Background: an optimization exercise with open tools, aiming at small area. Do not read the settings as production practice.
RTL that was checked went through simulation tests only; none was proved equivalent to the original.
Power figures rest on the tool's default switching activity, not on a simulated workload.

==> inputs of run D <==
==> flow/design.v (excerpt) <==
module FIR_filter #(parameter order = 10)(
	input logic clk,
	input logic reset,
	input logic x_valid,
	input logic signed [23:0] x,
	input logic [16*order - 1:0] h,
	output logic signed [39:0] y
);
export LEC_CHECK = 0
export CAP_MARGIN = 0
export CORE_MARGIN = 2
export CORE_UTILIZATION = 60
export CTS_BUF_LIST = sky130_fd_sc_hd__clkbuf_8
export CTS_CLUSTER_DIAMETER = 50
export CTS_CLUSTER_SIZE = 16
export SLEW_MARGIN = 0
export SYNTH_HIERARCHICAL = 1
create_clock -name core_clock -period 10.0 [get_ports {clk}]
standard.sh (not shown) runs the stock make flow with config.mk's settings and CLKGATE_MAP_FILE= SYNTH_SCRIPT=/design/flow/synth_recipe.tcl, a recipe that flattens the netlist after the stock synthesis.
==> flow/flow/run.sh <==
#!/bin/bash
# The standard layout, with three changes to how it is made:
#  - ports are buffered with the smallest buffer (buf_1) instead of the default choice;
#  - before floorplanning, combinational cells that synthesis upsized are set back to their
#    smallest size (downsize.tcl); the flow's timing repair upsizes again where needed;
#  - clock tree synthesis adds no dummy load cells.
# make's full output goes to flow_make.log; each step's log is under orfs/logs/.
set -euo pipefail
here=$(pwd)
bash standard.sh \
  "BUFFER_PORTS_ARGS=-buffer_cell sky130_fd_sc_hd__buf_1" \
  "PRE_FLOORPLAN_TCL=$here/flow/downsize.tcl" \
  "CTS_ARGS=-sink_clustering_enable -repair_clock_nets -sink_clustering_size 16 -sink_clustering_max_diameter 50 -buf_list sky130_fd_sc_hd__clkbuf_8 -dont_use_dummy_load" \
  finish > "$here/flow_make.log" 2>&1
==> flow/flow/downsize.tcl <==
# Set every combinational cell that is not a buffer, delay or clock cell to the smallest
# size of its kind (for example a22oi_2 -> a22oi_1). Sequential cells are left alone.
set db [ord::get_db]
set n 0
foreach inst [[ord::get_db_block] getInsts] {
  set master [$inst getMaster]
  set name [$master getName]
  if { ![regexp {^sky130_fd_sc_hd__([a-z0-9]+)_([0-9]+)$} $name -> base drive] } { continue }
  if { [regexp {^(df|edf|sdf|sedf|dl|clk|buf|dly|conb|tap|fill|decap|diode|probe|lpflow)} $base] } { continue }
  set best $master
  foreach d {0 1 2} {
    set cand [$db findMaster "sky130_fd_sc_hd__${base}_$d"]
    if { $cand ne "NULL" && [$cand getWidth] < [[set best] getWidth] } { set best $cand }
  }
  if { $best ne $master } {
    replace_cell [$inst getName] [$best getName]
    incr n
  }
}
puts "downsize.tcl: resized $n instances"
==> run B: changes against run D <==
--- a/flow/config.mk
+++ b/flow/config.mk
@@ -9,3 +9,3 @@
 export CORE_MARGIN = 2
-export CORE_UTILIZATION = 60
+export CORE_UTILIZATION = 75
 export CTS_BUF_LIST = sky130_fd_sc_hd__clkbuf_8
==> summary.txt <==
| metric | run B | run D |
|---|---|---|
| Result of the run | failed layout checks | complete, no violations |
| Layout check failures | negative setup slack | - |
| Worst-case vdd ir drop | 0.267 mV | 0.189 mV |
| Static Leakage | 0.00898 µW | 0.00898 µW |
| Worst setup endpoint | acc[32] | acc[34] |
| Endpoint with the worst hold slack | ring[7][18] | ring[7][15] |
| Antenna violations before repair | 3 | 0 |
| Met2 GRT Util | 0.800 | 0.460 |
| Post-CTS clock slew at the launch and capture registers of the worst setup and hold paths | 100 ps | 90 ps |
| Layout cells sized above 1 | 0.0813 | 0.0837 |
| Startpoint of the tightest hold check path | ring[6][18] | ring[6][15] |
| Internal Dissipation | 2780 µW | 2690 µW |
| Fraction of area in multi-input gates | 0.556 | 0.554 |
| Clock latency on the worst-skew pair | 620 ps | 630 ps |
| Layout clock buffers | 26 | 28 |
| Diode insertion count for antenna repair | 3 | 0 |
| Worst relative slew slack | 0.182 | 0.190 |
| Layout non-clock buf frac | 0.0696 | 0.0672 |
| DRT met1 WL | 20700 µm | 19100 µm |
| Setup slack after layout | -19.2 ps | 1580 ps |
No run of this note included a check of the RTL's function; only the layout flow was run.

========
==> job 8149 <==
FIR_filter, a different RTL version from the one above (not shown whole).
==> flow/design.v (excerpt) <==
module FIR_filter #(parameter order = 10)(
	input logic clk,
	input logic reset,
	input logic x_valid,
	input logic signed [23:0] x,
	input logic [16*order - 1:0] h,
	output logic signed [39:0] y
);
	localparam int R = order - 1;		 
	logic [23:0] ring [0:R - 1];		 
	logic [23:0] hold;			 
	logic [3:0] age;			 
	logic pend;				 
	logic ins;				 
	logic last;				 
	logic [3:0] left;			 
	logic [3:0] nvalid;			 
	logic [15:0] tap;			 
	logic [39:0] acc;
	wire [23:0] tail = ring[R - 1];
	wire [23:0] smp = last ? hold : tail;
	logic [3:0] age_n, left_n, nvalid_n, k_n;
	logic pend_n, use_n;
	always_comb begin
		if (reset) begin
			pend_n = 1'b0;
			left_n = '0;
			nvalid_n = '0;
			age_n = R - 1;
		end else if (x_valid) begin
			pend_n = 1'b1;
			left_n = order;
			nvalid_n = (nvalid == order) ? nvalid : nvalid + 4'd1;
			age_n = (age == 0) ? R : age;
		end else begin
			pend_n = pend & ~ins;
			left_n = (left != 0) ? left - 4'd1 : left;
			nvalid_n = nvalid;
			if (pend && !ins)
				age_n = (age == 1) ? R : age - 4'd1;	 
			else
				age_n = (age == 0) ? R - 1 : age - 4'd1;	 
		end
		k_n = (left_n == 1) ? 4'd0 : age_n;
		use_n = (left_n != 0) && (k_n < nvalid_n);
	end
	logic [15:0] tap_n;
	always_comb begin
		tap_n = '0;
		for (int j = 0; j < order; j++)
			if (use_n && k_n == j) tap_n = tap_n | h[16*j +: 16];
	end
	logic [39:0] sum;
	mac_mult u_mult (.a(tap), .b(smp), .acc(acc), .p(sum));
	always_ff @(posedge clk) begin
		ring[0] <= ins ? hold : tail;
		for (int i = 1; i < R; i++) ring[i] <= ring[i - 1];
		if (x_valid) hold <= x;
		acc <= x_valid ? 40'd0 : sum;
		tap <= tap_n;
		pend <= pend_n;
		ins <= pend_n && age_n == R;
		last <= left_n == 1;
		left <= left_n;
		nvalid <= nvalid_n;
		age <= age_n;
	end
	assign y = acc;
endmodule
==> module FIR_filter, before the edit <==
module FIR_filter #(parameter order = 10)(
	input logic clk,
	input logic reset,
	input logic x_valid,
	input logic signed [23:0] x,
	input logic [16*order - 1:0] h,
	output logic signed [39:0] y
);
	localparam int R = order - 1;		 
	logic [23:0] ring [0:R - 1];		 
	logic [23:0] hold;			 
	logic [3:0] age;			 
	logic pend;				 
	logic ins;				 
	logic last;				 
	logic [3:0] left;			 
	logic [3:0] nvalid;			 
	logic [15:0] tap;			 
	logic [39:0] acc;
	wire [23:0] tail = ring[R - 1];
	wire [23:0] smp = last ? hold : tail;
	logic [3:0] age_n, left_n, nvalid_n, k_n;
	logic pend_n, use_n;
	always_comb begin
		if (reset) begin
			pend_n = 1'b0;
			left_n = '0;
			nvalid_n = '0;
			age_n = R - 1;
		end else if (x_valid) begin
			pend_n = 1'b1;
			left_n = order;
			nvalid_n = (nvalid == order) ? nvalid : nvalid + 4'd1;
			age_n = (age == 0) ? R : age;
		end else begin
			pend_n = pend & ~ins;
			left_n = (left != 0) ? left - 4'd1 : left;
			nvalid_n = nvalid;
			if (pend && !ins)
				age_n = (age == 1) ? R : age - 4'd1;	 
			else
				age_n = (age == 0) ? R - 1 : age - 4'd1;	 
		end
		k_n = (left_n == 1) ? 4'd0 : age_n;
		use_n = (left_n != 0) && (k_n < nvalid_n);
	end
	logic [15:0] tap_n;
	always_comb begin
		tap_n = '0;
		for (int j = 0; j < order; j++)
			if (use_n && k_n == j) tap_n = tap_n | h[16*j +: 16];
	end
	logic [39:0] sum;
	mac_mult u_mult (.a(tap), .b(smp), .acc(acc), .p(sum));
	always_ff @(posedge clk) begin
		ring[0] <= ins ? hold : tail;
		for (int i = 1; i < R; i++) ring[i] <= ring[i - 1];
		if (x_valid) hold <= x;
		acc <= x_valid ? 40'd0 : sum;
		tap <= tap_n;
		pend <= pend_n;
		ins <= pend_n && age_n == R;
		last <= left_n == 1;
		left <= left_n;
		nvalid <= nvalid_n;
		age <= age_n;
	end
	assign y = acc;
endmodule
clock: 10.0 ns
lec_check: 0
cap_margin: 20
core_margin: 2
core_utilization: 40
cts_buf_list: sky130_fd_sc_hd__clkbuf_8
cts_cluster_diameter: 50
cts_cluster_size: 16
slew_margin: 20
synth_hierarchical: 1
==> flow/flow/run.sh <==
#!/bin/bash
# The standard layout, with two changes to how it is made:
#  - ports are buffered with the smallest buffer (buf_1) instead of the default choice;
#  - before floorplanning, combinational cells that synthesis upsized are set back to their
#    smallest size (downsize.tcl); the flow's timing repair upsizes again where needed.
# make's full output goes to flow_make.log; each step's log is under orfs/logs/.
set -euo pipefail
here=$(pwd)
bash standard.sh \
  "BUFFER_PORTS_ARGS=-buffer_cell sky130_fd_sc_hd__buf_1" \
  "PRE_FLOORPLAN_TCL=$here/flow/downsize.tcl" \
  finish > "$here/flow_make.log" 2>&1
Scripts as last shown in full above: flow/flow/downsize.tcl
==> inputs of job 9473, as changes to job 8149 <==
--- a/flow/design.v
+++ b/flow/design.v
@@ -1147,7 +1147,8 @@
 	logic last;				 
 	logic [3:0] left;			 
 	logic [3:0] nvalid;			 
-	logic [15:0] tap;			 
+	logic [3:0] k;				 
+	logic use_k;				 
 	logic [39:0] acc;
 	wire [23:0] tail = ring[R - 1];
 	wire [23:0] smp = last ? hold : tail;
@@ -1176,11 +1177,11 @@
 		k_n = (left_n == 1) ? 4'd0 : age_n;
 		use_n = (left_n != 0) && (k_n < nvalid_n);
 	end
-	logic [15:0] tap_n;
+	logic [15:0] tap;
 	always_comb begin
-		tap_n = '0;
+		tap = '0;
 		for (int j = 0; j < order; j++)
-			if (use_n && k_n == j) tap_n = tap_n | h[16*j +: 16];
+			if (use_k && k == j) tap = tap | h[16*j +: 16];
 	end
 	logic [39:0] sum;
 	mac_mult u_mult (.a(tap), .b(smp), .acc(acc), .p(sum));
@@ -1189,7 +1190,8 @@
 		for (int i = 1; i < R; i++) ring[i] <= ring[i - 1];
 		if (x_valid) hold <= x;
 		acc <= x_valid ? 40'd0 : sum;
-		tap <= tap_n;
+		k <= k_n;
+		use_k <= use_n;
 		pend <= pend_n;
 		ins <= pend_n && age_n == R;
 		last <= left_n == 1;
==> summary of the runs <==
- Against job 9473, the count of clock-buffer cells in the layout of job 8149 is higher by 7.
- Against job 9473, the design area of job 8149 is higher by 3.7%.
- Sequential power is about the same in job 9473 and job 8149.
- In sequential share of layout area, job 8149 and job 9473 hardly differ.
Function not checked in job 8149: the RTL went through the layout flow alone.

## port drivers added, routing unchanged
How much do the figures lean on ideal ports? The routed layouts below were timed once more, with nothing changed but the port constraints. Step 1 sets driving cells, clkbuf_16 on the clock port and buf_2 on the other inputs (assumed; they add their load-dependent delay and slew). Step 2 times the ports against the registers' clock, not the clock port: input delays grow and output delays shrink by t, the midpoint of the rising clock arrivals with the driver on. a / b / c = ideal ports / drivers / drivers and shift; a / b = the first two.
run | t (ns) | setup slack, ns | worst register clock-pin slew, ns
run D | 0.624 | 1.580 / 1.601 / 0.977 | 0.10 / 0.10
run B | 0.625 | -0.019 / 0.009 / -0.617 | 0.10 / 0.10
job 8149 | 0.655 | 2.317 / 2.317 / 2.317 | 0.10 / 0.10
job 9473 | 0.680 | 1.429 / 1.456 / 0.775 | 0.10 / 0.10
The setup slack of job 9473, which loses most, moves by +0.027 ns with the drivers and by -0.654 ns with both steps.
